From an optimization exercise on the open Yosys and OpenROAD flow, aimed at small area and a short achievable clock period; shortcuts taken in it are not production practice.
RTL that was checked went through simulation tests only; none was proved equivalent to the original.
No functional check of the RTL was part of runs 1 to 4.
Power is estimated from default activity; no workload was simulated.

`flow/config.mk`:
```
export PLATFORM = sky130hd
export DESIGN_NAME = FPGA
export DESIGN_NICKNAME = FPGA
export VERILOG_FILES = /design/flow/design.v
export SDC_FILE = /design/flow/constraint.sdc
export NUM_CORES = 8
export LEC_CHECK = 0
export ABC_AREA = 1
export CAP_MARGIN = 20
export CORE_MARGIN = 2
export CORE_UTILIZATION = 40
export CTS_BUF_LIST = sky130_fd_sc_hd__clkbuf_16
export CTS_CLUSTER_DIAMETER = 120
export CTS_CLUSTER_SIZE = 28
export SETUP_SLACK_MARGIN = 5
export SLEW_MARGIN = 20
```
`flow/constraint.sdc`:
```
create_clock -name core_clock -period 8.0 [get_ports {clk}]
set_input_delay 1.6000 -clock core_clock [delete_from_list [all_inputs] [get_ports {clk}]]
set_output_delay 1.6000 -clock core_clock [all_outputs]
set_load 0.01 [all_outputs]
```
`flow/design.v`:
```
module Interface (
	input clk,
	input rst,
	input [30*4-1:0] taps,   
	input [29:0] found,
	output ext_on,           
	output rotp,             
	output reg [4:0] which,
	output reg TX
);
localparam [2:0] IDLE = 3'd0, IDLEC = 3'd1, SELECT = 3'd2, SEND = 3'd3, RESET = 3'd4;
reg [2:0] state;
reg [3:0] i;
reg [2:0] fsm;
reg [3:0] bit_count;
reg [8:0] clk_count;
reg       upper;         
reg       last;          
assign ext_on = (state == RESET) | (state == IDLEC);
wire load = (fsm == 3'd1);
assign rotp = load & (i >= 4'd2) & (i <= 4'd6);
integer k;
reg [4:0] hi;
always @(*) begin
	hi = 5'd0;
	for (k = 0; k < 30; k = k + 1)
		if (found[k]) hi = k;
end
reg [3:0] tcode;
always @(posedge clk) tcode <= taps[which*4 +: 4];
reg [3:0] tap;           
always @(*) begin
	case (tcode[3:2])
		2'b00: tap = (tcode[1:0] == 2'b00) ? 4'd8 : {2'b00, tcode[1:0]};
		2'b01: tap = {2'b01, tcode[1:0]};
		2'b10: tap = 4'd9;
		default: tap = tcode[1] ? 4'd10 : 4'd0;
	endcase
end
always @(posedge clk) begin
	if (rst) begin
		state <= IDLE;
	end else begin
		case (state)
			IDLE, IDLEC: begin
				if (found != 30'd0) begin
					state <= SELECT;
					which <= hi;
				end else
					state <= IDLE;
			end
			SELECT: begin
				state <= SEND;
				i <= 4'd0;
			end
			SEND: begin
				if (load) i <= i + 4'd1;
				if (i == 4'd8) i <= 4'd9;
				if (i == 4'd9) state <= RESET;
			end
			default: state <= IDLEC;
		endcase
	end
end
wire drl = (state == SEND) & (i != 4'd9);
always @(posedge clk)
	clk_count <= (fsm == 3'd3) ? 9'd432 : clk_count - 9'd1;
always @(posedge clk) begin
	if (rst) begin
		fsm <= 3'd0;
		TX <= 1'b1;
	end else begin
		case (fsm)
			3'd0: if (drl) fsm <= 3'd1;
			3'd1: begin
				fsm <= 3'd2;
				upper <= (i == 4'd0) | (i == 4'd7);
				last <= (i == 4'd7);
			end
			3'd2: begin
				fsm <= 3'd3;
				bit_count <= 4'd10;
			end
			3'd3: begin
				fsm <= 3'd4;
				bit_count <= bit_count - 4'd1;
				case (bit_count)
					4'd10: TX <= 1'b0;
					4'd9: TX <= upper ? ~last : tap[0];
					4'd8: TX <= upper | tap[1];
					4'd7: TX <= upper | tap[2];
					4'd6: TX <= upper | tap[3];
					4'd1: TX <= 1'b1;
					default: TX <= upper;
				endcase
			end
			3'd4: begin
				if (clk_count == 9'd0) fsm <= 3'd5;
			end
			3'd5: fsm <= (bit_count == 4'd0) ? 3'd0 : 3'd3;
			default: fsm <= 3'd0;
		endcase
	end
end
endmodule
module SearchModule #(parameter SEED = 1351) (
	input clk,
	input rst,
	input enan,            
	input ext,             
	input rot,             
	input boot,            
	input bootend,         
	input [10:0] sl,       
	output reg found,
	output [3:0] tap       
);
localparam [1:0] PW = 2'd0, PC = 2'd1, PR = 2'd2, PF = 2'd3;
localparam [10:0] S0 = 11'b10000000000;
localparam [10:0] INIT = 11'b10000000000;
reg [32:0] r;
reg [2:0]  b;       
reg [2:0]  m;       
reg [1:0]  ph;
reg [10:0] cnt;
reg [10:0] st;
reg [3:0]  c0, c1, c2, c3, c4, c5;
assign tap = c5;
wire shifting = (ph != PW);
wire fail2    = (ph == PF) & cnt[9];
wire resp     = fail2 | ext;
wire w_end    = (ph == PW) & (boot ? bootend : (cnt[0] & cnt[5]));
wire fin      = (ph == PC) & st[2];
wire [4:0] din = r[29:25] & {~(m[2] & (m[1] | m[0])), ~m[2], ~(m[2] | (m[1] & m[0])), ~(m[2] | m[1]), ~(m[2] | m[1] | m[0])};
wire inrange  = ~din[4] & (din[3:0] != 4'd0) & (din[3:0] <= 4'd10);
wire valid    = (b == 3'd7) & enan & (ph == PC) & ~st[3] & ~st[2] & inrange;
wire run      = (ph == PR) & ~found;
wire low0     = (cnt[9:0] == 10'd0);
wire stinit   = (st == INIT);
wire found_set = run & low0 & ~cnt[10];
wire fail_set  = run & stinit & ~low0;
function [3:0] tcode(input [3:0] p);
	tcode = {p[3] & (p[1] | p[0]), p[2] | (p[3] & p[1]), p[1:0]};
endfunction
function tapv(input [3:0] t, input [10:0] s);
	reg a, b;
	begin
		case (t[1:0]) 2'd0: a = s[8]; 2'd1: a = s[1]; 2'd2: a = s[2]; default: a = s[3]; endcase
		case (t[1:0]) 2'd0: b = s[4]; 2'd1: b = s[5]; 2'd2: b = s[6]; default: b = s[7]; endcase
		case (t[3:2]) 2'd0: tapv = a; 2'd1: tapv = b; 2'd2: tapv = s[9]; default: tapv = s[10] & t[1]; endcase
	end
endfunction
wire fb = st[0] ^ (tapv(c5, st) & tapv(c4, st)) ^ tapv(c3, st) ^ tapv(c2, st) ^ tapv(c1, st) ^ tapv(c0, st);
wire [3:0] dcode = tcode(din[3:0]);
wire cfb = cnt[0] ^ cnt[2] ^ (cnt[10:1] == 10'd0);
wire prfb = r[32] ^ r[22] ^ r[2] ^ r[1];
wire seedbit = |(sl & SEED[10:0]);
always @(posedge clk) begin
	r <= {boot ? seedbit : shifting ? prfb : r[0], r[32:1]};
	if (rst)
		b <= 3'd0;
	else if (shifting)
		b <= b + 3'd1;
	if (shifting & (b == 3'd0))
		m <= 3'd0;
	else if (resp)
		m <= b;
	if (rst | fail2 | (found & ext)) begin
		ph <= PW;
		found <= 1'b0;
	end else begin
		if (w_end) ph <= PC;
		if (fin) ph <= PR;
		if (fail_set) ph <= PF;
		if (found_set) found <= 1'b1;
	end
	if (fail2 | (found & ext) | fin | fail_set)
		cnt <= S0;
	else
		cnt <= {cfb, cnt[10:1]};
	if ((ph == PW) | fin)
		st <= INIT;
	else if (valid | ((ph == PC) & st[3]))
		st <= {1'b0, st[10:1]};
	else if (run)
		st <= {fb, st[10:1]};
	if (valid & ~st[4]) begin
		c0 <= (st[9] && dcode == c0) ? 4'b1100 : dcode;
		{c5, c4, c3, c2, c1} <= {c4, c3, c2, c1, c0};
	end else if (rot) begin
		{c5, c4, c3, c2, c1, c0} <= {c4, c3, c2, c1, c0, c5};
	end
end
endmodule
module FPGA (
	input clk,
	input rst,
	input start,
	output wire TX,
	output reg found_smth,
	output wire startedmod,
	output wire [29:0] found_mods
);
reg start_S;
reg started;
reg started_o;     
reg [5:0] gcnt;      
wire boot = (gcnt != 6'd33);
wire bootend = (gcnt == 6'd32);
wire [10:0] sl;
genvar j;
generate
for (j = 0; j < 11; j = j + 1) begin: SL
	assign sl[j] = (gcnt == j + 1);
end
endgenerate
wire [30*4-1:0] taps;
wire [29:0] found;
wire ext_on, rotp;
wire [4:0] which;
wire enan = started | start_S;
assign startedmod = started_o;
assign found_mods = found;
Interface interfejs (
	.clk    (clk),
	.rst    (rst),
	.taps   (taps),
	.found  (found),
	.ext_on (ext_on),
	.rotp   (rotp),
	.which  (which),
	.TX     (TX)
);
genvar g;
generate
for (g = 0; g < 30; g = g + 1) begin: Trololo
	SearchModule #(.SEED(1351 + g)) szukacz (
		.clk     (clk),
		.rst     (rst),
		.enan    (enan),
		.ext     (ext_on & (which == g)),
		.rot     (rotp & (which == g)),
		.boot    (boot),
		.bootend (bootend),
		.sl      (sl),
		.found   (found[g]),
		.tap     (taps[g*4 +: 4])
	);
end
endgenerate
always @(posedge clk) begin
	if (rst) begin
		found_smth <= 1'b0;
		start_S <= 1'b0;
		started <= 1'b0;
		started_o <= 1'b0;
		gcnt <= 6'd0;
	end else begin
		if (boot) gcnt <= gcnt + 6'd1;
		if (!start) start_S <= 1'b1;
		if (start_S) started <= 1'b1;
		if (start_S) started_o <= 1'b1;
		found_smth <= (found != 30'd0);
	end
end
endmodule
```
`flow/flow/run.sh`:
```
#!/bin/bash
set -e
bash standard.sh SETUP_SLACK_MARGIN=5.25 finish > standard.log 2>&1
```
`flow/standard.sh`:
```
#!/bin/bash
# synth_recipe.tcl (not shown) runs the flow's synth.tcl, then flattens the netlist and writes it again
# the make line also repeats each setting of config.mk as NAME=value (left out here)
make -C /OpenROAD-flow-scripts/flow DESIGN_CONFIG=/design/flow/config.mk WORK_HOME=/design/flow/orfs CLKGATE_MAP_FILE= SYNTH_SCRIPT=/design/flow/synth_recipe.tcl "${@:-finish}"
```
==> impl_metrics.tcl, run 1 <==
set metrics [dict create \
    outcome "finished clean" \
    max_stage_delay_ns 0.36 \
    clkTransAtPathRegs_ns 0.11 \
    worst_slew_pin_slew_ns 1.14 \
    path_common_cell "buf_6" \
    grt_use_total 0.192 \
    multi_input_area_mm2 0.0374 \
    ios 36 \
    synth_seq_cells 2684 \
    setup_viol 0 \
    postRouteAntennaNets 0 \
    synth_edf_count 735 \
    syn_area_per_cell_um2 9.10 \
    fin_cells 15200 \
    syn_area_mm2 0.106 \
    drc 0 \
    power_density_mw_per_mm2 217 \
    die_w_um 518 \
    critical_path.top_delay_family "flip-flops" \
    fmax_mhz 331 \
    rows 188 \
    critPathLaunchType "flip-flop" \
    cts_buffer_depth 3 \
    fp.dieArea_mm2 0.268 \
    cts_buffers 106 \
    vias 80600 \
    place_inst 14900 \
    antenna_found_initial 10 \
    max_cap_viol_count 0 \
    post-synth-top-area-cell "dfxtp_1" \
    initial_core_util 0.402 \
    hold_class "reg -> reg" \
    critical_path.startpoint "Trololo[3].szukacz.found" \
    grt_pass1_wl_um 419000 \
    grt_overflow 0 \
    slew_violations 0 \
    crit_slowest_cell "dfxtp_4" \
    cp_cell_sequence "buf_6, buf_6" \
    critPathRequiredTime_ns 6.40 \
    final_common_cell "dfxtp_1" \
    postLayoutCoreUtil 0.435 \
    ctsHoldBuffers 0 \
    cts_root_buffer "clkbuf_16" \
    wl_per_cell_um 17.8 \
    fin_crit_sh 0.377 \
    synth_cell_types 63 \
    crit_buf_inv 2 \
    finalSetupTns_ns 0 \
    h-tree-depth 3 \
    n_fill_cell 24900 \
    crit_arrival_ns 1.42 \
    cp_max_fo 2 \
    coreArea_mm2 0.262 \
    rsz0062_at_grt "true" \
    synth_top_area_frac 0.370 \
    finalHoldViolations 0 \
    finalCriticalPeriod_ns 3.02 \
    final-seq-area_mm2 0.0612 \
    first_iter_violations 7846 \
    routed_via_density 5.31 \
    layout-drive-gt1-share 0.0456 \
    mostFrequentLayoutCells "1916 x dfxtp_1, 1768 x inv_1, 1302 x a21oi_1" \
    regToRegSetupSlack_ns 5.12 \
    synth_area_leaders "dfxtp_1 37%, edfxtp_1 21%, a21oi_1 6.2%" \
    clock_skew_ns 0.0388 \
    drt_pass1_iterations 8 \
    portBuffers 35 \
    dp_hpwl_um 191000 \
    ir_drop_mv 0.181 \
    grt_max_degree 79 \
    async_flop_share 0 \
    power_leakage_nw 45.7 \
    synthesis.nets 11700 \
    cts_tree "done" \
    yosysWarnings 32 \
    cts.sinks 2684 \
    drt-total-wl_um 270000 \
    worstHoldStart "Trololo[12].szukacz.r[7]" \
    endpoint_kind "primary output" \
    synthFlopType "dfxtp_1" \
    path_class "reg -> out" \
    yosysSeqAreaShare 0.579 \
    synthCells 11600 \
    first_global_vias 74700 \
    r2r_start "Trololo[3].szukacz.found" \
    dieHeight_um 518 \
    gp_congestion 0.917 \
    nets 11700 \
    clk-insertion-delay-late_ns 0.81 \
    slew_headroom 0.233 \
    areaGrowthSynthToFinish_pct 8.10 \
]
[synth_stat cells (all sizes together), types with 2 or more instances]
cell type and number:
dfxtp 1949, inv 1716, a21oi 1304, o21ai 1291, nor2 1114, nand2 961
edfxtp 735, nand3 465, nor3 236, o211ai 215, clkbuf 203, xor2 194
xnor2 141, o22ai 136, a211oi 116, ha 104, nand4 98, nor4 94
buf 85, or2 80, o221ai 58, o2111ai 47, a2111oi 37, nand3b 34
o21bai 34, o41ai 30, o31ai 25, clkinv 15, o2111a 14, a22oi 9
a311oi 8, a211o 7, a31oi 7, o21a 7, a32o 6, a21boi 4
a221oi 4, a221o 3, nor3b 3, a41oi 2, o32ai 2
[cell families after synthesis]
| kind of cell | after synthesis | share of synthesized area |
|---|---|---|
| buffers and inverters | 2020 | 0.0739 |
| adders and majority gates | 104 | 0.0123 |
| AOI/OAI and AO/OA | 3369 | 0.181 |
| DFF | 2684 | 0.579 |
| and+or+nand+nor | 3088 | 0.126 |
| xor gates and xnor gates | 335 | 0.0278 |
[sequential cells by signal, summed over array words and instances (netlist names), 3 cells and up]
register / count
Trololo.szukacz.b: 90
interfejs.bit_count: 4
gcnt: 6
interfejs.fsm: 3
Trololo.szukacz.ph: 60
Trololo.szukacz.st: 330
Trololo.szukacz.c1: 120
Trololo.szukacz.m: 90
Trololo.szukacz.c3: 120
Trololo.szukacz.c4: 120
interfejs.clk_count: 9
Trololo.szukacz.found: 30
Trololo.szukacz.c5: 120
interfejs.which: 5
Trololo.szukacz.c2: 120
interfejs.tcode: 4
interfejs.i: 4
Trololo.szukacz.cnt: 330
Trololo.szukacz.r: 990
Trololo.szukacz.c0: 120
interfejs.state: 3
[metrics by stage]
| step | total power, mW | hold slack [ns] | instance area [um^2] | worst slack [ns] |
|---|---|---|---|---|
| finish | 24.8 | 0.319 | 114000 | 4.98 |
| global route | 25.9 | 0.323 | 114000 | 4.93 |
| CTS | 25.0 | 0.315 | 114000 | 4.95 |
| detailed placement | 18.5 | 0.312 | 109000 | 4.03 |
| global placement | 18.4 | 0.310 | 109000 | 4.09 |
| floorplan | 17.8 | 0.310 | 106000 | 5.26 |
[power by group]
| group | leakage (nW) | switching (mW) | total, mW | internal [mW] |
|---|---|---|---|---|
| clock | 1.75 | 4.13 | 6.58 | 2.45 |
| sequential | 22.7 | 0.710 | 16.0 | 15.3 |
| combinational | 21.3 | 1.35 | 2.17 | 0.828 |
[worst register-to-register path, delay by kind of cell (launching register included)]
family	cells	cell delay [ns]
AND/OR/NAND/NOR	27	2.02
flip-flops	1	0.36
buffers and inverters	2	0.25
[area by class of cell]
cell class | instances | area share
diodes | 5 | 0.000110
clock buffers | 106 | 0.0233
clock inverters | 82 | 0.00316
inverters | 1731 | 0.0573
multi-input cells | 6902 | 0.328
flip-flops and latches | 2684 | 0.537
well taps | 3515 | 0.0386
repair buffers | 151 | 0.0129
repair inverters | 1 | 0.0000439
[path summary, 6_finish.rpt]
kind | end | cells after the start
max | found_mods[3] | 2
min | Trololo[12].szukacz.r[6] | 0
max reg2reg | interfejs.which[0] | 29
min reg2reg | Trololo[12].szukacz.r[6] | 0
[timing repair]
item,CTS,global route
pin swaps,20,8
setup endpoints to repair,1423,866
gates cloned,6,1
setup buffers,50,22
resized for setup,386,74
[routing by layer]
layer | up-vias | global-route usage | wire [um]
met5 | - | 0 | 27
met3 | 416 | 0.0230 | 15900
met4 | 4 | 0.0697 | 9490
li1 | 39400 | - | -
met1 | 38300 | 0.276 | 126000
met2 | 2546 | 0.298 | 118000
==> run 2: changes to the inputs <==
==> flow/run.sh (new file) <==
#!/bin/bash
# synth_recipe.tcl (not shown) runs the flow's synth.tcl, then flattens the netlist and writes it again
# the make line also repeats each setting of config.mk as NAME=value (left out here)
make -C /OpenROAD-flow-scripts/flow DESIGN_CONFIG=/design/flow/config.mk WORK_HOME=/design/flow/orfs CLKGATE_MAP_FILE= SYNTH_SCRIPT=/design/flow/synth_recipe.tcl finish
removed: flow/flow/run.sh
removed: flow/standard.sh
==> impl_metrics.tcl, run 2 <==
set metrics [dict create \
    synth_xor_area_frac 0.0278 \
    portBuffers 35 \
    synth_area_leaders "dfxtp_1 37%, edfxtp_1 21%, a21oi_1 6.2%" \
    initial_core_util 0.402 \
    critPathRequiredTime_ns 8.45 \
    crit_arrival_ns 3.45 \
    wl_per_cell_um 17.8 \
    synth_top_family_by_area "compound AO/OA/AOI/OAI gates" \
    postLayoutCoreUtil 0.432 \
    synth_seq_cells 2684 \
    cts_tree "done" \
    power_density_mw_per_mm2 219 \
    yosys.area_share.adder 0.0123 \
    coreArea_mm2 0.262 \
    top_register "Trololo.szukacz.r" \
    mostFrequentLayoutCells "1917 x dfxtp_1, 1778 x inv_1, 1303 x a21oi_1" \
    yosysWarnings 32 \
    slew_headroom 0.229 \
    stdcell_area_mm2 0.113 \
    routed_via_density 5.31 \
    clk-insertion-delay-late_ns 0.81 \
    first_iter_violations 7793 \
    synth_edf_count 735 \
    grt_use_total 0.192 \
    setup_viol 0 \
    first_global_vias 74500 \
    power_leakage_nw 45.5 \
    async_flop_share 0 \
    cts.sinks 2684 \
    post-synth-top-area-cell "dfxtp_1" \
    ir_drop_mv 0.181 \
    grt_max_degree 79 \
    h-tree-depth 3 \
    fmax_mhz 334 \
    gp_congestion 0.917 \
    nets 11600 \
    internal-power_mw 18.6 \
    sw_frac_of_total 0.249 \
    synthTopCellsByCount "1949 x dfxtp_1, 1709 x inv_1, 1304 x a21oi_1" \
    synthFlopType "dfxtp_1" \
    hold_ws_ns 0.318 \
    synth-compound-area-share 0.181 \
    endpoint_kind "flip-flop" \
    yosysSeqAreaShare 0.579 \
    dp_hpwl_um 191000 \
    grt_overflow 0 \
    synthesis.nets 11700 \
    areaGrowthSynthToFinish_pct 7.45 \
    drt_pass1_iterations 6 \
    power_frac_clock 0.266 \
    postRouteAntennaNets 0 \
    critPathLaunchType "flip-flop" \
    final_common_cell "dfxtp_1" \
    grt_pass1_wl_um 418000 \
    syn_area_mm2 0.106 \
    clock_skew_ns 0.0360 \
    fin_crit_sh 0.375 \
    clkTransAtPathRegs_ns 0.10 \
    largest_reg_flops 990 \
    slew_violations 0 \
    finalSetupTns_ns 0 \
    path_class "reg -> reg" \
    outcome "finished clean" \
    p_seq_frac 0.647 \
    dieHeight_um 518 \
    max_cap_viol_count 0 \
    drc 0 \
    finalHoldViolations 0 \
    rsz0062_at_grt "true" \
    worst_slew_pin_slew_ns 1.14 \
    combinationalPowerShare 0.087 \
    synthMostInstantiatedCell "dfxtp_1" \
    synth_simple_gate_area_frac 0.126 \
    cts_buffer_depth 3 \
    finalCriticalPeriod_ns 3.00 \
    synthCells 11600 \
    fp.dieArea_mm2 0.268 \
    ios 36 \
    cts_root_buffer "clkbuf_16" \
    hold_class "reg -> reg" \
    reg_top3 "Trololo.szukacz.r (990), Trololo.szukacz.cnt (330), Trololo.szukacz.st (330)" \
    p_switching_mw 6.18 \
    die_w_um 518 \
    synth_top_area_frac 0.370 \
    cp_max_fo 20 \
    cts_buffers 106 \
    muxShareOfSynthArea 0 \
    syn_area_per_cell_um2 9.10 \
    antenna_found_initial 11 \
    dpl_cell_area_mm2 0.109 \
    layout-drive-gt1-share 0.0392 \
    drt-total-wl_um 269000 \
    rows 188 \
    vias 80400 \
    synth_cell_types 63 \
]
run 2: cell counts after synthesis:
Identical to the previous run, type by type.
run 2: repair_timing:
action | in CTS | in global routing
buffers inserted | 37 | 3
cloned | 0 | 2
setup endpoints to repair | 1154 | 645
hold buffers | 0 | 0
resized for setup | 329 | 45
pin swaps | 13 | 7
run 2: cell type report:
cell class                      count  area, um^2
Clock buffer                      106        2650
Tap cell                         3515        4400
Multi-Input combinational cell   6898       37100
Fill cell                       24900      149000
Timing Repair Buffer              120        1120
Sequential cell                  2684       61200
Inverter                         1731        6520
Clock inverter                     82         360
Antenna cell                        4        10.0
run 2: cell families (layout without fill, tap and decap cells):
family / after synthesis / in the layout
adders and majority gates: 104 / 104
DFF: 2684 / 2684
AOI/OAI and AO/OA: 3369 / 3371
and+or+nand+nor: 3088 / 3088
buffers and inverters: 2020 / 2039
other: 0 / 4
xor gates and xnor gates: 335 / 335
run 2: power by group through the flow:
stage	clock network (mW)	logic (mW)	registers [mW]
3_5_place_dp	0	2.12	16.4
5_1_grt	7.23	2.46	16.2
2_1_floorplan	0	1.67	16.1
4_1_cts	6.79	2.14	16.1
6_report	6.58	2.16	16.0
3_3_place_gp	0	2.04	16.3
run 2: per-layer routing:
metal	track usage	wire length, um	vias up
li1	-	-	39300
met3	0.0245	17100	401
met4	0.0689	9320	4
met5	0	27	-
met1	0.274	125000	38100
met2	0.297	118000	2582
run 2: path summary, 6_finish.rpt:
kind	startpoint	to	slack, ns	cells after the start
setup reg to reg	start_S	Trololo[26].szukacz.c1[3]	5.00	9
hold / removal	Trololo[11].szukacz.r[31]	Trololo[11].szukacz.r[30]	0.32	0
setup / recovery	start_S	Trololo[26].szukacz.c1[3]	5.00	9
hold reg to reg	Trololo[11].szukacz.r[31]	Trololo[11].szukacz.r[30]	0.32	0
run 2: per-stage QoR:
step	cells	setup WS, ns	power [mW]
floorplan	11600	5.26	17.8
global placement	14900	4.09	18.4
detailed placement	14900	4.03	18.5
CTS	15100	4.94	25.0
global route	15100	4.83	25.9
finish	15100	5.00	24.8
run 2: worst max-delay path, cell delays in order, from the launching register on:
cell and delay, ns:
dfxtp_1 0.39, nor2_4 0.05, buf_6 0.28, clkinvlp_4 0.19, buf_12 0.14, buf_4 0.16
nand4_1 0.08, a2111oi_0 0.30, o221ai_1 0.41, o21ai_2 0.64
==> run 3: changes to the inputs <==
--- a/flow/design.v
+++ b/flow/design.v
@@ -220,2 +220,6 @@
 wire [4:0] which;
+wire [3:0] hi_dec = 4'b0001 << which[4:3];
+wire [7:0] lo_dec = 8'b00000001 << which[2:0];
+wire [3:0] xa = hi_dec & {4{ext_on}};
+wire [3:0] ra = hi_dec & {4{rotp}};
 wire enan = started | start_S;
@@ -240,4 +244,4 @@
 		.enan    (enan),
-		.ext     (ext_on & (which == g)),
-		.rot     (rotp & (which == g)),
+		.ext     (xa[g / 8] & lo_dec[g % 8]),
+		.rot     (ra[g / 8] & lo_dec[g % 8]),
 		.boot    (boot),
--- a/flow/config.mk
+++ b/flow/config.mk
@@ -7,3 +7,2 @@
 export LEC_CHECK = 0
-export ABC_AREA = 1
 export CAP_MARGIN = 20
==> impl_metrics.tcl, run 3 <==
set metrics [dict create \
    portBuffers 35 \
    worstHoldStart "Trololo[4].szukacz.r[4]" \
    r2r_cells 8 \
    ir_drop_mv 0.184 \
    slew_headroom 0.309 \
    cts_buffer_depth 3 \
    nets 8529 \
    syn_area_mm2 0.104 \
    synthMostInstantiatedCell "dfxtp_1" \
    synth_edf_count 735 \
    drc 0 \
    grt_use_total 0.174 \
    grt_pass1_wl_um 367000 \
    dieHeight_um 514 \
    synth_top_family_by_area "multiplexers" \
    r2r_start "interfejs.i[0]" \
    synth_simple_gate_area_frac 0.121 \
    yosysWarnings 32 \
    hold_class "reg -> reg" \
    h-tree-depth 3 \
    ctsHoldBuffers 0 \
    fin_crit_sh 0.377 \
    finalSetupTns_ns 0 \
    finalHoldViolations 0 \
    regToRegSetupSlack_ns 4.99 \
    top_register "Trololo.szukacz.r" \
    synth-compound-area-share 0.0799 \
    synth_xor_area_frac 0.0398 \
    setup_viol 0 \
    worst_slew_pin_slew_ns 1.04 \
    rsz0062_at_grt "true" \
    routed_via_density 5.43 \
    critPathLaunchType "flip-flop" \
    fp.dieArea_mm2 0.264 \
    n_fill_cell 23400 \
    synth_area_leaders "dfxtp_1 38%, edfxtp_1 21%, mux4_2 9.3%" \
    clk-insertion-delay-late_ns 0.83 \
    hold_end "Trololo[4].szukacz.r[3]" \
    r2r_end "Trololo[9].szukacz.c2[1]" \
    cts_buffers 107 \
    totalPowerFinal_mw 24.9 \
    async_flop_share 0 \
    yosys.area_share.adder 0.0125 \
    synth_seq_cells 2684 \
    multi_input_area_mm2 0.0411 \
    endpoint_kind "flip-flop" \
    finalCriticalPeriod_ns 3.01 \
    final-seq-area_mm2 0.0612 \
    power_leakage_nw 38.8 \
    ios 36 \
    first_iter_violations 5216 \
    drt-total-wl_um 237000 \
    synthCells 8485 \
    initial_core_util 0.401 \
    critPathRequiredTime_ns 8.44 \
    drt_pass1_iterations 5 \
    cts_root_buffer "clkbuf_16" \
    power_density_mw_per_mm2 223 \
    grt_max_degree 76 \
    synth_cell_types 69 \
    syn_area_per_cell_um2 12.3 \
    post-synth-top-area-cell "dfxtp_1" \
    postLayoutCoreUtil 0.432 \
    largest_reg_flops 990 \
    clock_skew_ns 0.0536 \
    grt_overflow 0 \
    path_class "reg -> reg" \
    postRouteAntennaNets 0 \
    wl_per_cell_um 19.9 \
    muxShareOfSynthArea 0.136 \
    max_cap_viol_count 0 \
    synthesis.nets 8592 \
    slew_violations 0 \
    antenna_found_initial 7 \
    synth_top_area_frac 0.375 \
    outcome "finished clean" \
    gp_congestion 0.844 \
    coreArea_mm2 0.259 \
    cp_max_fo 24 \
    synthTopCellsByCount "1949 x dfxtp_1, 810 x nor2_1, 735 x edfxtp_1" \
    cts_tree "done" \
    first_global_vias 62400 \
    cts.sinks 2684 \
    vias 64700 \
    final_common_cell "dfxtp_1" \
    holdPathStages 0 \
    areaGrowthSynthToFinish_pct 7.63 \
    layout-drive-gt1-share 0.0986 \
    crit_arrival_ns 3.45 \
    die_w_um 514 \
    rows 187 \
    reg_top3 "Trololo.szukacz.r (990), Trololo.szukacz.cnt (330), Trololo.szukacz.st (330)" \
    mostFrequentLayoutCells "1918 x dfxtp_1, 809 x nor2_1, 735 x edfxtp_1" \
    clkTransAtPathRegs_ns 0.12 \
    yosysSeqAreaShare 0.588 \
    fmax_mhz 332 \
    dp_hpwl_um 159000 \
    synthFlopType "dfxtp_1" \
]
==> run 3: worst max-delay path, stage by stage, from the launching register on <==
cell	delay, ns
edfxtp_1	0.48
inv_1	0.13
ha_1	0.16
nand3b_1	0.10
o21ai_0	0.14
nor3_2	0.41
nand3b_1	0.15
buf_4	0.32
o21ai_4	0.69
==> run 3: area by class of cell <==
type                            count  area share
Tap cell                         3402      0.0380
Sequential cell                  2684       0.547
Clock buffer                      108      0.0242
Multi-Input combinational cell   5250       0.368
Clock inverter                     80     0.00400
Inverter                          243     0.00815
Antenna cell                        7    0.000157
Timing Repair Buffer              136      0.0108
==> run 3: how the worst max path moves through the flow <==
| stage | cells after the start | endpoint | slack [ns] | from |
|---|---|---|---|---|
| after floorplan | 6 | Trololo[13].szukacz.c0[0] | 4.37 | interfejs.fsm[0] |
| after global placement | 8 | Trololo[17].szukacz.c3[1] | 4.18 | interfejs.i[0] |
| after detailed placement | 8 | Trololo[18].szukacz.c0[2] | 4.22 | interfejs.i[0] |
| after CTS | 1 | found_mods[9] | 4.78 | Trololo[9].szukacz.found |
| after global routing | 8 | Trololo[13].szukacz.c3[2] | 4.85 | interfejs.i[0] |
| final | 8 | Trololo[9].szukacz.c2[1] | 4.99 | interfejs.i[0] |
==> run 3: per-stage QoR <==
| step | instance area, um^2 | cells | worst slack (ns) | hold slack [ns] |
|---|---|---|---|---|
| 2_1_floorplan | 104000 | 8485 | 4.37 | 0.310 |
| 3_3_place_gp | 108000 | 11700 | 4.18 | 0.310 |
| 3_5_place_dp | 108000 | 11700 | 4.22 | 0.312 |
| 4_1_cts | 112000 | 11900 | 4.78 | 0.302 |
| 5_1_grt | 112000 | 11900 | 4.85 | 0.318 |
| 6_report | 112000 | 11900 | 4.99 | 0.309 |
==> run 3: per-layer routing <==
metal  vias up  GRT usage  part of all wire  wire length [um]
li1      30600          -                 -                 -
met1     32300      0.248              0.46            109000
met2      1544      0.278              0.46            109000
met3       269     0.0203             0.049             11500
met4         0     0.0518             0.027              6290
met5         -          0                 0                 0
==> run 3: power by group <==
group | total [mW] | internal, mW | switching [mW]
Clock | 6.69 | 2.52 | 4.17
Sequential | 16.2 | 15.4 | 0.839
Combinational | 2.03 | 0.999 | 1.03
Total | 24.9 | 18.9 | 6.05
==> run 3: kinds of logic (layout without fill, tap and decap cells) <==
| family | Yosys count | after routing |
|---|---|---|
| DFF | 2684 | 2684 |
| and+or+nand+nor | 2486 | 2486 |
| AOI/OAI and AO/OA | 1326 | 1346 |
| muxes | 849 | 849 |
| buffers and inverters | 571 | 567 |
| xor gates and xnor gates | 465 | 465 |
| adders and majority gates | 104 | 104 |
| other | 0 | 7 |
==> run 3: timing repair <==
| action | CTS | global route |
|---|---|---|
| gates cloned | 11 | 9 |
| endpoints found under the setup margin | 1058 | 524 |
| setup buffers | 31 | 5 |
| pin swaps | 13 | 11 |
| gates resized for setup | 289 | 13 |
| endpoints found under the hold margin | 0 | 0 |
==> run 4: changes to the inputs <==
--- a/flow/design.v
+++ b/flow/design.v
@@ -5,4 +5,4 @@
 	input [29:0] found,
-	output ext_on,           
-	output rotp,             
+	output reg ext_on,       
+	output reg rotp,         
 	output reg [4:0] which,
@@ -18,5 +18,3 @@
 reg       last;          
-assign ext_on = (state == RESET) | (state == IDLEC);
 wire load = (fsm == 3'd1);
-assign rotp = load & (i >= 4'd2) & (i <= 4'd6);
 integer k;
@@ -38,2 +36,11 @@
 	endcase
+end
+always @(posedge clk) begin
+	if (rst) begin
+		ext_on <= 1'b0;
+		rotp <= 1'b0;
+	end else begin
+		ext_on <= ((state == SEND) & (i == 4'd9)) | (state == RESET);
+		rotp <= load & (i >= 4'd2) & (i <= 4'd6);
+	end
 end
==> impl_metrics.tcl, run 4 <==
set metrics [dict create \
    vias 63200 \
    clk-insertion-delay-late_ns 0.82 \
    power_density_mw_per_mm2 199 \
    top_register "Trololo.szukacz.r" \
    slew_violations 0 \
    antenna_found_initial 9 \
    cp_max_fo 8 \
    largest_reg_flops 990 \
    first_iter_violations 5005 \
    grt_use_total 0.169 \
    wl_per_cell_um 19.4 \
    nets 8348 \
    hold_class "reg -> reg" \
    areaGrowthSynthToFinish_pct 6.65 \
    syn_area_mm2 0.105 \
    coreArea_mm2 0.262 \
    grt_max_degree 70 \
    synth_edf_count 735 \
    max_stage_delay_ns 0.47 \
    cts.sinks 2686 \
    synth_area_leaders "dfxtp_1 37%, edfxtp_1 21%, mux4_2 9.0%" \
    yosysWarnings 32 \
    crit_arrival_ns 1.49 \
    stdcell_area_mm2 0.112 \
    synth_seq_cells 2686 \
    postRouteAntennaNets 0 \
    crit_buf_inv 1 \
    cp_cell_sequence "clkbuf_4" \
    syn_area_per_cell_um2 12.5 \
    endpoint_kind "primary output" \
    final_common_cell "dfxtp_1" \
    die_w_um 516 \
    dp_hpwl_um 155000 \
    fp.dieArea_mm2 0.267 \
    mostFrequentLayoutCells "1920 x dfxtp_1, 871 x nor2_1, 735 x edfxtp_1" \
    synthFlopType "dfxtp_1" \
    fin_crit_sh 0.386 \
    synthMostInstantiatedCell "dfxtp_1" \
    worst_slew_pin_slew_ns 1.13 \
    async_flop_share 0 \
    rows 188 \
    ctsHoldBuffers 0 \
    drt-total-wl_um 230000 \
    cts_tree "done" \
    rsz0062_at_grt "true" \
    dieHeight_um 516 \
    synthTopCellsByCount "1951 x dfxtp_1, 872 x nor2_1, 735 x edfxtp_1" \
    synth_top_area_frac 0.372 \
    yosysSeqAreaShare 0.582 \
    first_global_vias 62000 \
    path_class "reg -> out" \
    gp_congestion 0.829 \
    max_cap_viol_count 0 \
    drc 0 \
    critical_path.top_delay_family "flip-flops" \
    h-tree-depth 3 \
    dpl_cell_area_mm2 0.108 \
    clock_skew_ns 0.0468 \
    outcome "finished clean" \
    critPathRequiredTime_ns 6.40 \
    clkTransAtPathRegs_ns 0.10 \
    critPathLaunchType "flip-flop" \
    fmax_mhz 324 \
    ir_drop_mv 0.179 \
    ios 36 \
    drt_pass1_iterations 6 \
    layout-drive-gt1-share 0.0974 \
    dp_slack_ns 4.17 \
    power_leakage_nw 39.5 \
    slew_headroom 0.245 \
    reg_top3 "Trololo.szukacz.r (990), Trololo.szukacz.cnt (330), Trololo.szukacz.st (330)" \
    hold_ws_ns 0.317 \
    routed_via_density 5.34 \
    cts_buffer_depth 3 \
    finalHoldViolations 0 \
    finalSetupTns_ns 0 \
    setup_viol 0 \
    synth_cell_types 69 \
    grt_overflow 0 \
    cts_buffers 106 \
    cts_root_buffer "clkbuf_16" \
    synthCells 8364 \
    grt_pass1_wl_um 361000 \
    initial_core_util 0.401 \
    portBuffers 35 \
    synthesis.nets 8471 \
    fin_ws_ns 4.91 \
    post-synth-top-area-cell "dfxtp_1" \
    finalCriticalPeriod_ns 3.09 \
    crit_slowest_cell "dfxtp_4" \
]
==> run 4: cell types whose count changed after synthesis, moves of 59 or more <==
| cell | previous run | this run |
|---|---|---|
| and3_1 | 75 | 5 |
| nand2_1 | 316 | 257 |
| nand2b_1 | 60 | 128 |
| nor2_1 | 810 | 872 |
| a21oi_1 | 518 | 362 |
| o21ai_0 | 275 | 200 |
==> run 4: worst paths after layout <==
kind | startpoint | end | slack, ns | depth (start not counted)
worst max register to register | interfejs.which[3] | Trololo[21].szukacz.cnt[6] | 5.11 | 5
worst max-delay path | Trololo[21].szukacz.found | found_mods[21] | 4.91 | 1
worst min-delay path | Trololo[10].szukacz.r[7] | Trololo[10].szukacz.r[6] | 0.32 | 0
worst min register to register | Trololo[10].szukacz.r[7] | Trololo[10].szukacz.r[6] | 0.32 | 0
==> run 4: layer usage <==
metal / GRT usage / part of all wire / vias to the layer above
met4: 0.0453 / 0.022 / 2
met3: 0.0184 / 0.043 / 214
li1: - / - / 30000
met1: 0.238 / 0.46 / 31700
met5: 0 / 0.000057 / -
met2: 0.278 / 0.47 / 1303
==> run 4: where the power goes <==
part           switching [mW]  internal, mW  total [mW]  leakage (nW)
sequential              0.344          14.6        15.0          22.7
combinational           0.407         0.313       0.720          15.1
clock                    4.14          2.48        6.62          1.74
total                    4.90          17.4        22.3          39.5
==> run 4: final cells by class <==
class	count	area, um^2
Inverter	227	852
Sequential cell	2686	61200
Multi-Input combinational cell	5106	41400
Antenna cell	5	12.5
Tap cell	3515	4400
Clock buffer	107	2680
Timing Repair Buffer	114	976
Clock inverter	78	378
Fill cell	24000	150000
==> run 4: what timing repair did <==
| action | in CTS | in global routing |
|---|---|---|
| setup buffers | 39 | 0 |
| endpoints found under the setup margin | 1129 | 188 |
| gates resized for setup | 266 | 6 |
| gates cloned | 4 | 0 |
| pin swaps | 4 | 0 |
==> run 4: logic make-up (layout without fill, tap and decap cells) <==
family          after synthesis  after routing  share of synthesized area
mux                         901            901                      0.147
other cells                   0              5                          0
flops                      2686           2686                      0.582
compound gates             1125           1129                     0.0711
simple gates               2509           2509                      0.121
fa+ha+maj                   104            104                     0.0124
xor+xnor                    463            463                     0.0394
buf+inv                     576            526                     0.0269
==> run 4: through the flow <==
stage | util | cells | power [mW]
global route | 0.428 | 11800 | 23.2
global placement | 0.414 | 11600 | 16.0
detailed placement | 0.414 | 11600 | 16.0
CTS | 0.428 | 11800 | 22.6
finish | 0.428 | 11800 | 22.3
floorplan | - | 8364 | 15.7
==> run 5: changes to the inputs <==
--- a/flow/design.v
+++ b/flow/design.v
@@ -122,2 +122,3 @@
 	output reg found,
+	output reg found_o,    
 	output [3:0] tap       
@@ -183,2 +184,6 @@
 	end
+	if (rst | (found_o & ext))
+		found_o <= 1'b0;
+	else if (found_set)
+		found_o <= 1'b1;
 	if (fail2 | (found & ext) | fin | fail_set)
@@ -225,2 +230,3 @@
 wire [29:0] found;
+wire [29:0] found_o;
 wire ext_on, rotp;
@@ -233,3 +239,3 @@
 assign startedmod = started_o;
-assign found_mods = found;
+assign found_mods = found_o;
 Interface interfejs (
@@ -257,2 +263,3 @@
 		.found   (found[g]),
+		.found_o (found_o[g]),
 		.tap     (taps[g*4 +: 4])
==> flow/flow/run.sh (new file) <==
#!/bin/bash
set -e
bash standard.sh SETUP_SLACK_MARGIN=5.25 finish > standard.log 2>&1
==> flow/standard.sh (new file) <==
#!/bin/bash
# synth_recipe.tcl (not shown) runs the flow's synth.tcl, then flattens the netlist and writes it again
# the make line also repeats each setting of config.mk as NAME=value (left out here)
make -C /OpenROAD-flow-scripts/flow DESIGN_CONFIG=/design/flow/config.mk WORK_HOME=/design/flow/orfs CLKGATE_MAP_FILE= SYNTH_SCRIPT=/design/flow/synth_recipe.tcl "${@:-finish}"
removed: flow/run.sh
==> impl_metrics.tcl, run 5 <==
set metrics [dict create \
    gp_congestion 0.844 \
    fin_cells 12000 \
    n_fill_cell 24000 \
    drt-total-wl_um 239000 \
    max_cap_viol_count 0 \
    setup_viol 0 \
    nets 8494 \
    clock_skew_ns 0.0485 \
    dieHeight_um 518 \
    fin_ws_ns 5.02 \
    grt_use_total 0.173 \
    fp.dieArea_mm2 0.268 \
    areaGrowthSynthToFinish_pct 7.32 \
    routed_via_density 5.37 \
    coreArea_mm2 0.263 \
    postRouteAntennaNets 0 \
    grt_overflow 0 \
    outcome "finished clean" \
    layout-drive-gt1-share 0.105 \
    fin_crit_sh 0.373 \
    h-tree-depth 3 \
    first_global_vias 62700 \
    cts.sinks 2716 \
    endpoint_kind "primary output" \
    ir_drop_mv 0.204 \
    synth_area_leaders "dfxtp_1 38%, edfxtp_1 21%, mux4_2 9.9%" \
    synthFlopType "dfxtp_1" \
    crit_buf_inv 1 \
    dp_hpwl_um 162000 \
    clk-insertion-delay-late_ns 0.82 \
    mostFrequentLayoutCells "1948 x dfxtp_1, 811 x nor2_1, 735 x edfxtp_1" \
    top_register "Trololo.szukacz.r" \
    synth_cell_types 71 \
    slew_headroom 0.198 \
    cts_root_buffer "clkbuf_16" \
    internal-power_mw 18.0 \
    sw_frac_of_total 0.222 \
    power_density_mw_per_mm2 204 \
    clkTransAtPathRegs_ns 0.11 \
    synth_edf_count 735 \
    synth_seq_cells 2716 \
    fmax_mhz 336 \
    totalPowerFinal_mw 23.2 \
    finalSetupTns_ns 0 \
    synth_top_area_frac 0.375 \
    yosysWarnings 32 \
    combinationalPowerShare 0.043 \
    critPathLaunchType "flip-flop" \
    ctsHoldBuffers 0 \
    initial_core_util 0.403 \
    critPathRequiredTime_ns 6.40 \
    portBuffers 35 \
    dp_slack_ns 4.52 \
    cp_cell_sequence "buf_6" \
    power_leakage_nw 39.4 \
    postLayoutCoreUtil 0.432 \
    final_common_cell "dfxtp_1" \
    rows 188 \
    critical_path.top_delay_family "flip-flops" \
    ios 36 \
    grt_pass1_wl_um 372000 \
    rsz0062_at_grt "true" \
    final-seq-area_mm2 0.0618 \
    cts_buffers 107 \
    first_iter_violations 5214 \
    synthTopCellsByCount "1981 x dfxtp_1, 813 x nor2_1, 735 x edfxtp_1" \
    yosysSeqAreaShare 0.584 \
    place_inst 11700 \
    hold_class "reg -> reg" \
    max_stage_delay_ns 0.43 \
    post-synth-top-area-cell "dfxtp_1" \
    slew_violations 0 \
    grt_max_degree 74 \
    path_class "reg -> out" \
    drt_pass1_iterations 5 \
    power_frac_clock 0.290 \
    p_seq_frac 0.667 \
    crit_slowest_cell "dfxtp_4" \
    multi_input_area_mm2 0.0420 \
    synthesis.nets 8627 \
    synthCells 8520 \
    cts_buffer_depth 3 \
    cp_max_fo 2 \
    vias 64400 \
    p_switching_mw 5.15 \
    largest_reg_flops 990 \
    antenna_found_initial 11 \
    syn_area_mm2 0.106 \
    crit_arrival_ns 1.38 \
    synthMostInstantiatedCell "dfxtp_1" \
    finalHoldViolations 0 \
    reg_top3 "Trololo.szukacz.r (990), Trololo.szukacz.cnt (330), Trololo.szukacz.st (330)" \
    finalCriticalPeriod_ns 2.98 \
    async_flop_share 0 \
    cts_tree "done" \
    die_w_um 518 \
    wl_per_cell_um 20.0 \
    drc 0 \
    syn_area_per_cell_um2 12.4 \
    worst_slew_pin_slew_ns 1.19 \
]
run 5: cell count changes after synthesis, moves of 30 or more:
cell / before / now
and3_1: 5 / 50
nor2_1: 872 / 813
mux4_1: 69 / 12
mux2i_1: 403 / 439
mux4_2: 420 / 466
buf_6: 65 / 10
inv_1: 227 / 271
dfxtp_1: 1951 / 1981
buf_2: 40 / 73
run 5: cells by family after synthesis:
kind of cell,after synthesis,synth area share
compound gates,1146,0.0722
xor+xnor,456,0.0384
fa+ha+maj,104,0.0123
buf+inv,631,0.0252
flops,2716,0.584
mux,932,0.145
simple gates,2535,0.122
run 5: stage by stage:
| step | instance area (um^2) | hold slack [ns] |
|---|---|---|
| final | 113000 | 0.305 |
| after global routing | 113000 | 0.321 |
| after CTS | 113000 | 0.315 |
| after detailed placement | 109000 | 0.312 |
| after global placement | 109000 | 0.310 |
| after floorplan | 106000 | 0.310 |
run 5: area by class of cell:
cell class                 instances  share of cell area
sequential                      2716               0.545
multi-input combinational       5188               0.371
tap                             3515              0.0388
clock buffer                     112              0.0247
inverter                         271             0.00897
timing repair buffer             103             0.00875
clock inverter                    80             0.00286
antenna                            2           0.0000441
run 5: path summary, 6_finish.rpt:
check	slack (ns)	endpoint	cells after the start	startpoint
max	5.02	found_mods[12]	1	Trololo[12].szukacz.found_o
min	0.31	Trololo[10].szukacz.r[4]	0	Trololo[10].szukacz.r[5]
min reg2reg	0.31	Trololo[10].szukacz.r[4]	0	Trololo[10].szukacz.r[5]
max reg2reg	5.25	Trololo[7].szukacz.c5[0]	3	interfejs.which[1]
run 5: per-layer routing:
| layer | track usage | vias up | share of wire |
|---|---|---|---|
| li1 | - | 30400 | - |
| met1 | 0.243 | 32300 | 0.46 |
| met2 | 0.281 | 1470 | 0.47 |
| met3 | 0.0205 | 256 | 0.046 |
| met4 | 0.0500 | 4 | 0.024 |
| met5 | 0 | - | 0.00011 |
run 5: power groups by stage:
stage                     Clock [mW]  Combinational [mW]  Sequential [mW]
final                           6.73               0.998             15.5
after global routing            7.43                1.11             15.6
after CTS                       6.95               0.998             15.5
after detailed placement           0               0.985             15.8
after global placement             0               0.950             15.8
after floorplan                    0               0.782             15.6
run 5: repair_timing:
action	CTS	global route
endpoints found under the setup margin	1179	451
cloned	11	4
pin swaps	17	2
resized for setup	286	42
buffers inserted	21	14
==> run 6: changes to the inputs <==
==> flow/run.sh (new file) <==
#!/bin/bash
# synth_recipe.tcl (not shown) runs the flow's synth.tcl, then flattens the netlist and writes it again
# the make line also repeats each setting of config.mk as NAME=value (left out here)
make -C /OpenROAD-flow-scripts/flow DESIGN_CONFIG=/design/flow/config.mk WORK_HOME=/design/flow/orfs CLKGATE_MAP_FILE= SYNTH_SCRIPT=/design/flow/synth_recipe.tcl finish
--- a/flow/config.mk
+++ b/flow/config.mk
@@ -7,2 +7,3 @@
 export LEC_CHECK = 0
+export ABC_CLOCK_PERIOD_IN_PS = 3000
 export CAP_MARGIN = 20
removed: flow/flow/run.sh
removed: flow/standard.sh
==> impl_metrics.tcl, run 6 <==
set metrics [dict create \
    cp_max_fo 2 \
    largest_reg_flops 990 \
    postLayoutCoreUtil 0.430 \
    initial_core_util 0.403 \
    p_switching_mw 5.17 \
    cp_cell_sequence "buf_6" \
    dp_hpwl_um 159000 \
    cts_buffers 108 \
    endpoint_kind "primary output" \
    fmax_mhz 335 \
    top_register "Trololo.szukacz.r" \
    internal-power_mw 18.1 \
    outcome "finished clean" \
    layout-drive-gt1-share 0.0991 \
    drt_pass1_iterations 5 \
    areaGrowthSynthToFinish_pct 6.91 \
    power_leakage_nw 39.4 \
    coreArea_mm2 0.263 \
    power_frac_clock 0.293 \
    wl_per_cell_um 19.6 \
    first_iter_violations 5002 \
    yosysSeqAreaShare 0.584 \
    grt_overflow 0 \
    die_w_um 518 \
    power_density_mw_per_mm2 206 \
    critical_path.top_delay_family "flip-flops" \
    clock_skew_ns 0.0291 \
    p_seq_frac 0.664 \
    vias 64200 \
    finalHoldViolations 0 \
    combinationalPowerShare 0.043 \
    fin_crit_sh 0.373 \
    synthMostInstantiatedCell "dfxtp_1" \
    max_stage_delay_ns 0.44 \
    dpl_cell_area_mm2 0.109 \
    synthCells 8520 \
    dp_slack_ns 3.77 \
    drc 0 \
    postRouteAntennaNets 0 \
    clkTransAtPathRegs_ns 0.11 \
    grt_use_total 0.170 \
    synthesis.nets 8627 \
    worst_slew_pin_slew_ns 1.13 \
    final_common_cell "dfxtp_1" \
    synth_area_leaders "dfxtp_1 38%, edfxtp_1 21%, mux4_2 9.9%" \
    reg_top3 "Trololo.szukacz.r (990), Trololo.szukacz.cnt (330), Trololo.szukacz.st (330)" \
    fp.dieArea_mm2 0.268 \
    finalCriticalPeriod_ns 2.99 \
    cts_tree "done" \
    routed_via_density 5.36 \
    nets 8472 \
    synth_seq_cells 2716 \
    synthTopCellsByCount "1981 x dfxtp_1, 813 x nor2_1, 735 x edfxtp_1" \
    crit_buf_inv 1 \
    ios 36 \
    ctsHoldBuffers 0 \
    critPathRequiredTime_ns 6.40 \
    path_class "reg -> out" \
    rsz0062_at_grt "true" \
    mostFrequentLayoutCells "1949 x dfxtp_1, 813 x nor2_1, 735 x edfxtp_1" \
    finalSetupTns_ns 0 \
    cts_buffer_depth 3 \
    syn_area_mm2 0.106 \
    crit_arrival_ns 1.39 \
    yosysWarnings 32 \
    max_cap_viol_count 0 \
    gp_congestion 0.828 \
    grt_pass1_wl_um 368000 \
    fin_ws_ns 5.01 \
    cts_root_buffer "clkbuf_16" \
    clk-insertion-delay-late_ns 0.80 \
    synth_top_area_frac 0.375 \
    crit_slowest_cell "dfxtp_4" \
    synth_edf_count 735 \
    dieHeight_um 518 \
    antenna_found_initial 16 \
    syn_area_per_cell_um2 12.4 \
    setup_viol 0 \
    first_global_vias 63100 \
    portBuffers 35 \
    drt-total-wl_um 235000 \
    rows 188 \
    slew_headroom 0.243 \
    async_flop_share 0 \
    slew_violations 0 \
    h-tree-depth 3 \
    post-synth-top-area-cell "dfxtp_1" \
    grt_max_degree 92 \
    sw_frac_of_total 0.223 \
    synthFlopType "dfxtp_1" \
    ir_drop_mv 0.178 \
    hold_class "reg -> reg" \
    cts.sinks 2716 \
    critPathLaunchType "flip-flop" \
    synth_cell_types 71 \
    stdcell_area_mm2 0.113 \
]
-- run 6: cell type report --
type | instances | area [um^2]
fillers | 24200 | 150000
well taps | 3515 | 4400
clock buffers | 114 | 2850
clock inverters | 84 | 357
diodes | 5 | 12.5
inverters | 271 | 1020
repair buffers | 95 | 845
multi-input cells | 5173 | 41700
flip-flops and latches | 2716 | 61800
-- run 6: final timing paths --
path,start,endpoint,slack [ns],cells past startpoint
setup / recovery,Trololo[16].szukacz.found_o,found_mods[16],5.01,1
hold / removal,Trololo[15].szukacz.r[23],Trololo[15].szukacz.r[22],0.32,0
setup reg to reg,gcnt[1],Trololo[21].szukacz.r[32],5.16,6
hold reg to reg,Trololo[15].szukacz.r[23],Trololo[15].szukacz.r[22],0.32,0
-- run 6: repair_timing --
| action | in CTS | in global routing |
|---|---|---|
| gates resized for setup | 249 | 7 |
| setup endpoints to repair | 1317 | 134 |
| setup buffers | 24 | 3 |
| pin swaps | 4 | 1 |
-- run 6: worst register-to-register path: stages (launching register included) --
cell and delay [ns]:
dfxtp_1 0.38, inv_1 0.13, ha_4 0.47, buf_6 0.48, nand3_1 0.48, and2_1 0.60
o211ai_1 0.22
-- run 6: through the flow --
step / hold WS, ns / std cells / power, mW
2_1_floorplan: 0.310 / 8520 / 16.4
4_1_cts: 0.321 / 12000 / 23.5
3_3_place_gp: 0.310 / 11700 / 16.7
5_1_grt: 0.326 / 12000 / 24.2
3_5_place_dp: 0.312 / 11700 / 16.7
6_report: 0.319 / 12000 / 23.3
-- run 6: per-layer routing --
metal | vias up | track usage | routed length (um)
met5 | - | 0 | 17
met4 | 2 | 0.0437 | 5860
met3 | 260 | 0.0207 | 10800
met2 | 1513 | 0.275 | 109000
met1 | 32100 | 0.242 | 109000
li1 | 30400 | - | -
-- run 6: kinds of logic (layout without fill, tap and decap cells) --
| kind of cell | after synthesis | count (layout) | synth area share |
|---|---|---|---|
| xor+xnor | 456 | 456 | 0.0384 |
| buf+inv | 631 | 564 | 0.0252 |
| simple gates | 2535 | 2535 | 0.122 |
| fa+ha+maj | 104 | 104 | 0.0123 |
| mux | 932 | 932 | 0.145 |
| flops | 2716 | 2716 | 0.584 |
| other cells | 0 | 5 | 0 |
| compound gates | 1146 | 1146 | 0.0722 |
-- run 6: power groups by stage --
stage	logic, mW	registers [mW]	clock network (mW)
2_1_floorplan	0.781	15.6	0
3_3_place_gp	0.942	15.8	0
3_5_place_dp	0.972	15.8	0
4_1_cts	0.992	15.5	7.05
5_1_grt	1.10	15.6	7.49
6_report	0.990	15.4	6.82
==> run 7: changes to the inputs <==
--- a/flow/config.mk
+++ b/flow/config.mk
@@ -7,3 +7,2 @@
 export LEC_CHECK = 0
-export ABC_CLOCK_PERIOD_IN_PS = 3000
 export CAP_MARGIN = 20
==> impl_metrics.tcl, run 7 <==
set metrics [dict create \
    finalHoldViolations 0 \
    synthCells 8520 \
    clkTransAtPathRegs_ns 0.11 \
    cts_root_buffer "clkbuf_16" \
    combinationalPowerShare 0.043 \
    synth_cell_types 71 \
    final_common_cell "dfxtp_1" \
    cts_buffers 108 \
    setup_viol 0 \
    initial_core_util 0.403 \
    power_frac_clock 0.293 \
    vias 64200 \
    r2r_cells 6 \
    hold_ws_ns 0.319 \
    antenna_found_initial 16 \
    drt-total-wl_um 235000 \
    cts_buffer_depth 3 \
    synthesis.nets 8627 \
    crit_arrival_ns 1.39 \
    synthTopCellsByCount "1981 x dfxtp_1, 813 x nor2_1, 735 x edfxtp_1" \
    critPathRequiredTime_ns 6.40 \
    n_fill_cell 24200 \
    worstHoldStart "Trololo[15].szukacz.r[23]" \
    synth_area_leaders "dfxtp_1 38%, edfxtp_1 21%, mux4_2 9.9%" \
    rows 188 \
    slew_violations 0 \
    p_switching_mw 5.17 \
    grt_max_degree 92 \
    grt_overflow 0 \
    syn_area_mm2 0.106 \
    reg_top3 "Trololo.szukacz.r (990), Trololo.szukacz.cnt (330), Trololo.szukacz.st (330)" \
    r2r_start "gcnt[1]" \
    largest_reg_flops 990 \
    grt_use_total 0.170 \
    critPathLaunchType "flip-flop" \
    die_w_um 518 \
    outcome "finished clean" \
    regToRegSetupSlack_ns 5.16 \
    gp_congestion 0.828 \
    hold_end "Trololo[15].szukacz.r[22]" \
    yosysWarnings 32 \
    synth_edf_count 735 \
    critical_path.top_delay_family "flip-flops" \
    ios 36 \
    path_class "reg -> out" \
    rsz0062_at_grt "true" \
    synth_top_area_frac 0.375 \
    top_register "Trololo.szukacz.r" \
    cts_tree "done" \
    r2r_end "Trololo[21].szukacz.r[32]" \
    yosysSeqAreaShare 0.584 \
    first_iter_violations 5002 \
    syn_area_per_cell_um2 12.4 \
    power_leakage_nw 39.4 \
    fmax_mhz 335 \
    sw_frac_of_total 0.223 \
    first_global_vias 63100 \
    crit_buf_inv 1 \
    clock_skew_ns 0.0291 \
    cts.sinks 2716 \
    coreArea_mm2 0.263 \
    worst_slew_pin_slew_ns 1.13 \
    portBuffers 35 \
    dp_hpwl_um 159000 \
    max_cap_viol_count 0 \
    dieHeight_um 518 \
    max_stage_delay_ns 0.44 \
    slew_headroom 0.243 \
    synthMostInstantiatedCell "dfxtp_1" \
    async_flop_share 0 \
    h-tree-depth 3 \
    finalCriticalPeriod_ns 2.99 \
    nets 8472 \
    routed_via_density 5.36 \
    layout-drive-gt1-share 0.0991 \
    grt_pass1_wl_um 368000 \
    cp_cell_sequence "buf_6" \
    synth_seq_cells 2716 \
    fin_crit_sh 0.373 \
    crit_slowest_cell "dfxtp_4" \
    hold_class "reg -> reg" \
    areaGrowthSynthToFinish_pct 6.91 \
    power_density_mw_per_mm2 206 \
    synthFlopType "dfxtp_1" \
    internal-power_mw 18.1 \
    postRouteAntennaNets 0 \
    drc 0 \
    holdPathStages 0 \
    p_seq_frac 0.664 \
    fp.dieArea_mm2 0.268 \
    ir_drop_mv 0.178 \
    drt_pass1_iterations 5 \
    endpoint_kind "primary output" \
    cp_max_fo 2 \
    mostFrequentLayoutCells "1949 x dfxtp_1, 813 x nor2_1, 735 x edfxtp_1" \
    post-synth-top-area-cell "dfxtp_1" \
    finalSetupTns_ns 0 \
    wl_per_cell_um 19.6 \
    clk-insertion-delay-late_ns 0.80 \
]
-- run 7: cell counts in the layout (fill, tap and decap cells not counted) --
No cell type changed its count.
-- run 7: routing by layer --
metal  track usage  share of wire  up-vias
met2         0.275           0.46     1513
met4        0.0437          0.025        2
met1         0.242           0.46    32100
met3        0.0207          0.046      260
li1              -              -    30400
met5             0       0.000072        -
-- run 7: power groups by stage --
stage	combinational (mW)	sequential, mW	clock [mW]
floorplan	0.781	15.6	0
global placement	0.942	15.8	0
detailed placement	0.972	15.8	0
CTS	0.992	15.5	7.05
global route	1.10	15.6	7.49
finish	0.990	15.4	6.82
-- run 7: area by class of cell --
type | count | area (um^2) | share of cell area
Antenna cell | 5 | 12.5 | 0.000111
Clock buffer | 114 | 2850 | 0.0253
Clock inverter | 84 | 357 | 0.00316
Inverter | 271 | 1020 | 0.00900
Multi-Input combinational cell | 5173 | 41700 | 0.369
Sequential cell | 2716 | 61800 | 0.547
Tap cell | 3515 | 4400 | 0.0389
Timing Repair Buffer | 95 | 845 | 0.00748
-- run 7: timing repair --
item | in CTS | in global routing
pin swaps | 4 | 1
hold buffers | 0 | 0
setup endpoints to repair | 1317 | 134
endpoints found under the hold margin | 0 | 0
gates resized for setup | 249 | 7
setup buffers | 24 | 3
cloned | 0 | 0
-- run 7: worst max-delay path by stage --
stage	startpoint	end	slack, ns	cells after the start
3_3_place_gp	interfejs.which[0]	Trololo[27].szukacz.c3[1]	3.93	3
2_1_floorplan	interfejs.which[4]	Trololo[16].szukacz.c0[0]	4.40	5
3_5_place_dp	interfejs.which[0]	Trololo[27].szukacz.c3[1]	3.77	3
5_1_grt	Trololo[19].szukacz.found_o	found_mods[19]	4.94	1
4_1_cts	Trololo[16].szukacz.found_o	found_mods[16]	4.92	1
6_report	Trololo[16].szukacz.found_o	found_mods[16]	5.01	1
-- run 7: kinds of logic after synthesis --
kind of cell               after synthesis  synth area share
AOI/OAI and AO/OA                     1146            0.0722
and+or+nand+nor                       2535             0.122
xor gates and xnor gates               456            0.0384
buffers and inverters                  631            0.0252
adders and majority gates              104            0.0123
DFF                                   2716             0.584
muxes                                  932             0.145
-- run 7: stage by stage --
| step | instances | total power [mW] | util | instance area [um^2] | worst slack (ns) |
|---|---|---|---|---|---|
| finish | 12000 | 23.3 | 0.430 | 113000 | 5.01 |
| global route | 12000 | 24.2 | 0.430 | 113000 | 4.94 |
| CTS | 12000 | 23.5 | 0.430 | 113000 | 4.92 |
| detailed placement | 11700 | 16.7 | 0.416 | 109000 | 3.77 |
| global placement | 11700 | 16.7 | 0.416 | 109000 | 3.93 |
| floorplan | 8520 | 16.4 | - | 106000 | 4.40 |
==> run 8: changes to the inputs <==
--- a/flow/config.mk
+++ b/flow/config.mk
@@ -9,3 +9,3 @@
 export CORE_MARGIN = 2
-export CORE_UTILIZATION = 40
+export CORE_UTILIZATION = 65
 export CTS_BUF_LIST = sky130_fd_sc_hd__clkbuf_16
@@ -13,2 +13,3 @@
 export CTS_CLUSTER_SIZE = 28
+export PLACE_DENSITY = 0.74
 export SETUP_SLACK_MARGIN = 5
==> impl_metrics.tcl, run 8 <==
set metrics [dict create \
    outcome "finished clean" \
    synthTopCellsByCount "1981 x dfxtp_1, 813 x nor2_1, 735 x edfxtp_1" \
    post-synth-top-area-cell "dfxtp_1" \
    first_global_vias 63200 \
    cp_cell_sequence "clkdlybuf4s15_2" \
    yosysSeqAreaShare 0.584 \
    initial_core_util 0.657 \
    slew_violations 0 \
    drc 0 \
    cts_root_buffer "clkbuf_16" \
    clk-insertion-delay-late_ns 0.78 \
    layout-drive-gt1-share 0.0978 \
    syn_area_per_cell_um2 12.4 \
    combinationalPowerShare 0.043 \
    synth_top_area_frac 0.375 \
    dp_hpwl_um 151000 \
    p_switching_mw 5.04 \
    coreArea_mm2 0.161 \
    setup_viol 0 \
    max_cap_viol_count 0 \
    clkTransAtPathRegs_ns 0.12 \
    top_register "Trololo.szukacz.r" \
    finalSetupTns_ns 0 \
    cts_buffer_depth 3 \
    portBuffers 35 \
    p_seq_frac 0.673 \
    grt_use_total 0.265 \
    ir_drop_mv 0.222 \
    sw_frac_of_total 0.219 \
    h-tree-depth 3 \
    yosysWarnings 32 \
    async_flop_share 0 \
    cts_buffers 106 \
    totalPowerFinal_mw 23.0 \
    internal-power_mw 18.0 \
    synth_edf_count 735 \
    stdcell_area_mm2 0.111 \
    cts_tree "done" \
    fp.dieArea_mm2 0.166 \
    die_w_um 407 \
    path_class "reg -> out" \
    antenna_found_initial 8 \
    hold_class "reg -> reg" \
    crit_cells 1 \
    vias 64800 \
    reg_top3 "Trololo.szukacz.r (990), Trololo.szukacz.cnt (330), Trololo.szukacz.st (330)" \
    nets 8469 \
    critical_path.top_delay_family "flip-flops" \
    crit_slowest_cell "dfxtp_2" \
    ios 36 \
    synth_area_leaders "dfxtp_1 38%, edfxtp_1 21%, mux4_2 9.9%" \
    mostFrequentLayoutCells "1953 x dfxtp_1, 813 x nor2_1, 735 x edfxtp_1" \
    drt_pass1_iterations 6 \
    power_density_mw_per_mm2 207 \
    power_leakage_nw 39.2 \
    critPathRequiredTime_ns 6.40 \
    clock_skew_ns 0.0317 \
    first_iter_violations 5965 \
    crit_buf_inv 1 \
    drt-total-wl_um 224000 \
    synth_seq_cells 2716 \
    gp_congestion 0.873 \
    synthFlopType "dfxtp_1" \
    max_stage_delay_ns 0.38 \
    regToRegSetupSlack_ns 5.08 \
    rows 147 \
    slew_headroom 0.247 \
    cts.sinks 2716 \
    holdPathStages 0 \
    crit_arrival_ns 1.36 \
    power_frac_clock 0.285 \
    synthCells 8520 \
    worst_slew_pin_slew_ns 1.12 \
    routed_via_density 6.11 \
    areaGrowthSynthToFinish_pct 5.01 \
    endpoint_kind "primary output" \
    grt_pass1_wl_um 354000 \
    critPathLaunchType "flip-flop" \
    synth_cell_types 71 \
    postRouteAntennaNets 0 \
    cp_max_fo 3 \
    dpl_cell_area_mm2 0.107 \
    rsz0062_at_grt "true" \
    r2r_cells 7 \
    fin_crit_sh 0.370 \
    finalHoldViolations 0 \
    largest_reg_flops 990 \
    syn_area_mm2 0.106 \
    wl_per_cell_um 21.1 \
    n_fill_cell 11500 \
    synthesis.nets 8627 \
    synthMostInstantiatedCell "dfxtp_1" \
    finalCriticalPeriod_ns 2.96 \
    grt_overflow 0 \
    grt_max_degree 83 \
    final_common_cell "dfxtp_1" \
    dieHeight_um 407 \
    fmax_mhz 338 \
]
==> run 8: cell counts after synthesis <==
No cell type changed its count.
==> run 8: power by group through the flow <==
stage / Clock, mW / Sequential [mW] / Combinational, mW
global route: 7.14 / 15.6 / 1.09
CTS: 6.68 / 15.5 / 0.975
global placement: 0 / 15.7 / 0.925
finish: 6.55 / 15.5 / 0.980
floorplan: 0 / 15.6 / 0.781
detailed placement: 0 / 15.8 / 0.965
==> run 8: final timing paths <==
| kind | to | from |
|---|---|---|
| worst min-delay path | Trololo[12].szukacz.r[15] | Trololo[12].szukacz.r[16] |
| worst max register to register | Trololo[0].szukacz.c2[2] | start_S |
| worst min register to register | Trololo[12].szukacz.r[15] | Trololo[12].szukacz.r[16] |
| worst max-delay path | found_mods[27] | Trololo[27].szukacz.found_o |
==> run 8: final cells by class <==
cell class                 instances  area [um^2]  share of cell area
timing repair buffer              93          699             0.00630
clock buffer                     108         2700              0.0244
inverter                         271         1020             0.00917
antenna                            2         5.00           0.0000451
sequential                      2716        61800               0.557
multi-input combinational       5174        41700               0.376
tap                             2160         2700              0.0244
clock inverter                    82          352             0.00317
==> run 8: logic make-up (layout without fill, tap and decap cells) <==
kind of cell / Yosys count / after routing / synth area share
other: 0 / 2 / 0
xor gates and xnor gates: 456 / 456 / 0.0384
DFF: 2716 / 2716 / 0.584
and+or+nand+nor: 2535 / 2535 / 0.122
buffers and inverters: 631 / 554 / 0.0252
AOI/OAI and AO/OA: 1146 / 1147 / 0.0722
adders and majority gates: 104 / 104 / 0.0123
muxes: 932 / 932 / 0.145
==> run 8: timing repair <==
item                                    4_1_cts  5_1_grt
cloned                                        1        0
pin swaps                                     5        1
endpoints found under the setup margin     1421       95
buffers inserted                             24        5
hold buffers                                  0        0
gates resized for setup                     197       10
==> run 8: per-layer routing <==
| layer | track usage | vias up | wire (um) |
|---|---|---|---|
| met4 | 0.0767 | 12 | 5940 |
| met3 | 0.0369 | 312 | 14400 |
| met2 | 0.421 | 2028 | 104000 |
| li1 | - | 30400 | - |
| met1 | 0.382 | 32100 | 98900 |
| met5 | 0 | - | 76 |
==> run 8: worst reg2reg max path, delay by kind of cell, from the launching register on <==
family	cells	cell delay [ns]
compound gates	3	1.07
buf+inv	1	0.39
flops	1	0.36
simple gates	3	0.75
==> run 8: metrics by stage <==
stage               utilization  setup WS [ns]  std cells  hold WS (ns)
floorplan                     -           4.40       8520         0.310
global placement          0.667           3.94      10400         0.310
detailed placement        0.668           3.78      10400         0.312
CTS                       0.688           4.76      10600         0.316
global route              0.689           5.00      10600         0.324
finish                    0.689           5.04      10600         0.320

afterwards: timing with drivers on the ports:
How much do the figures lean on ideal ports? The routed layouts below were timed once more, with nothing changed but the port constraints.
Step 1: set_driving_cell puts a clkbuf_16 on clk and a buf_2 on each other input, an assumption about the parent block.
Step 2 moves the port delays by t, midway between the first and last clock arrival at a register: inputs arrive t later, outputs are due t later. That takes back most of the time a late clock gives input paths.
Three values: ideal ports, drivers, drivers and shift; two values: the first two.
run | shift t [ns] | slack for setup (ns) | worst data-port slew with drivers (ns)
run 1 | 0.887 | 4.982 / 4.883 / 4.562 | 0.03
run 2 | 0.887 | 5.002 / 4.948 / 4.274 | 0.03
run 3 | 0.893 | 4.986 / 4.897 / 4.571 | 0.05
run 4 | 0.871 | 4.910 / 4.835 / 4.482 | 0.04
run 5 | 0.879 | 5.020 / 4.941 / 4.648 | 0.09
run 6 | 0.883 | 5.013 / 4.922 / 4.323 | 0.05
run 7 | 0.883 | 5.013 / 4.922 / 4.323 | 0.05
run 8 | 0.847 | 5.041 / 4.955 / 4.460 | 0.05
After both steps setup and hold are still met in every run listed. The setup slack of run 2, which loses most, moves by -0.054 ns with the drivers and by -0.728 ns with both steps.
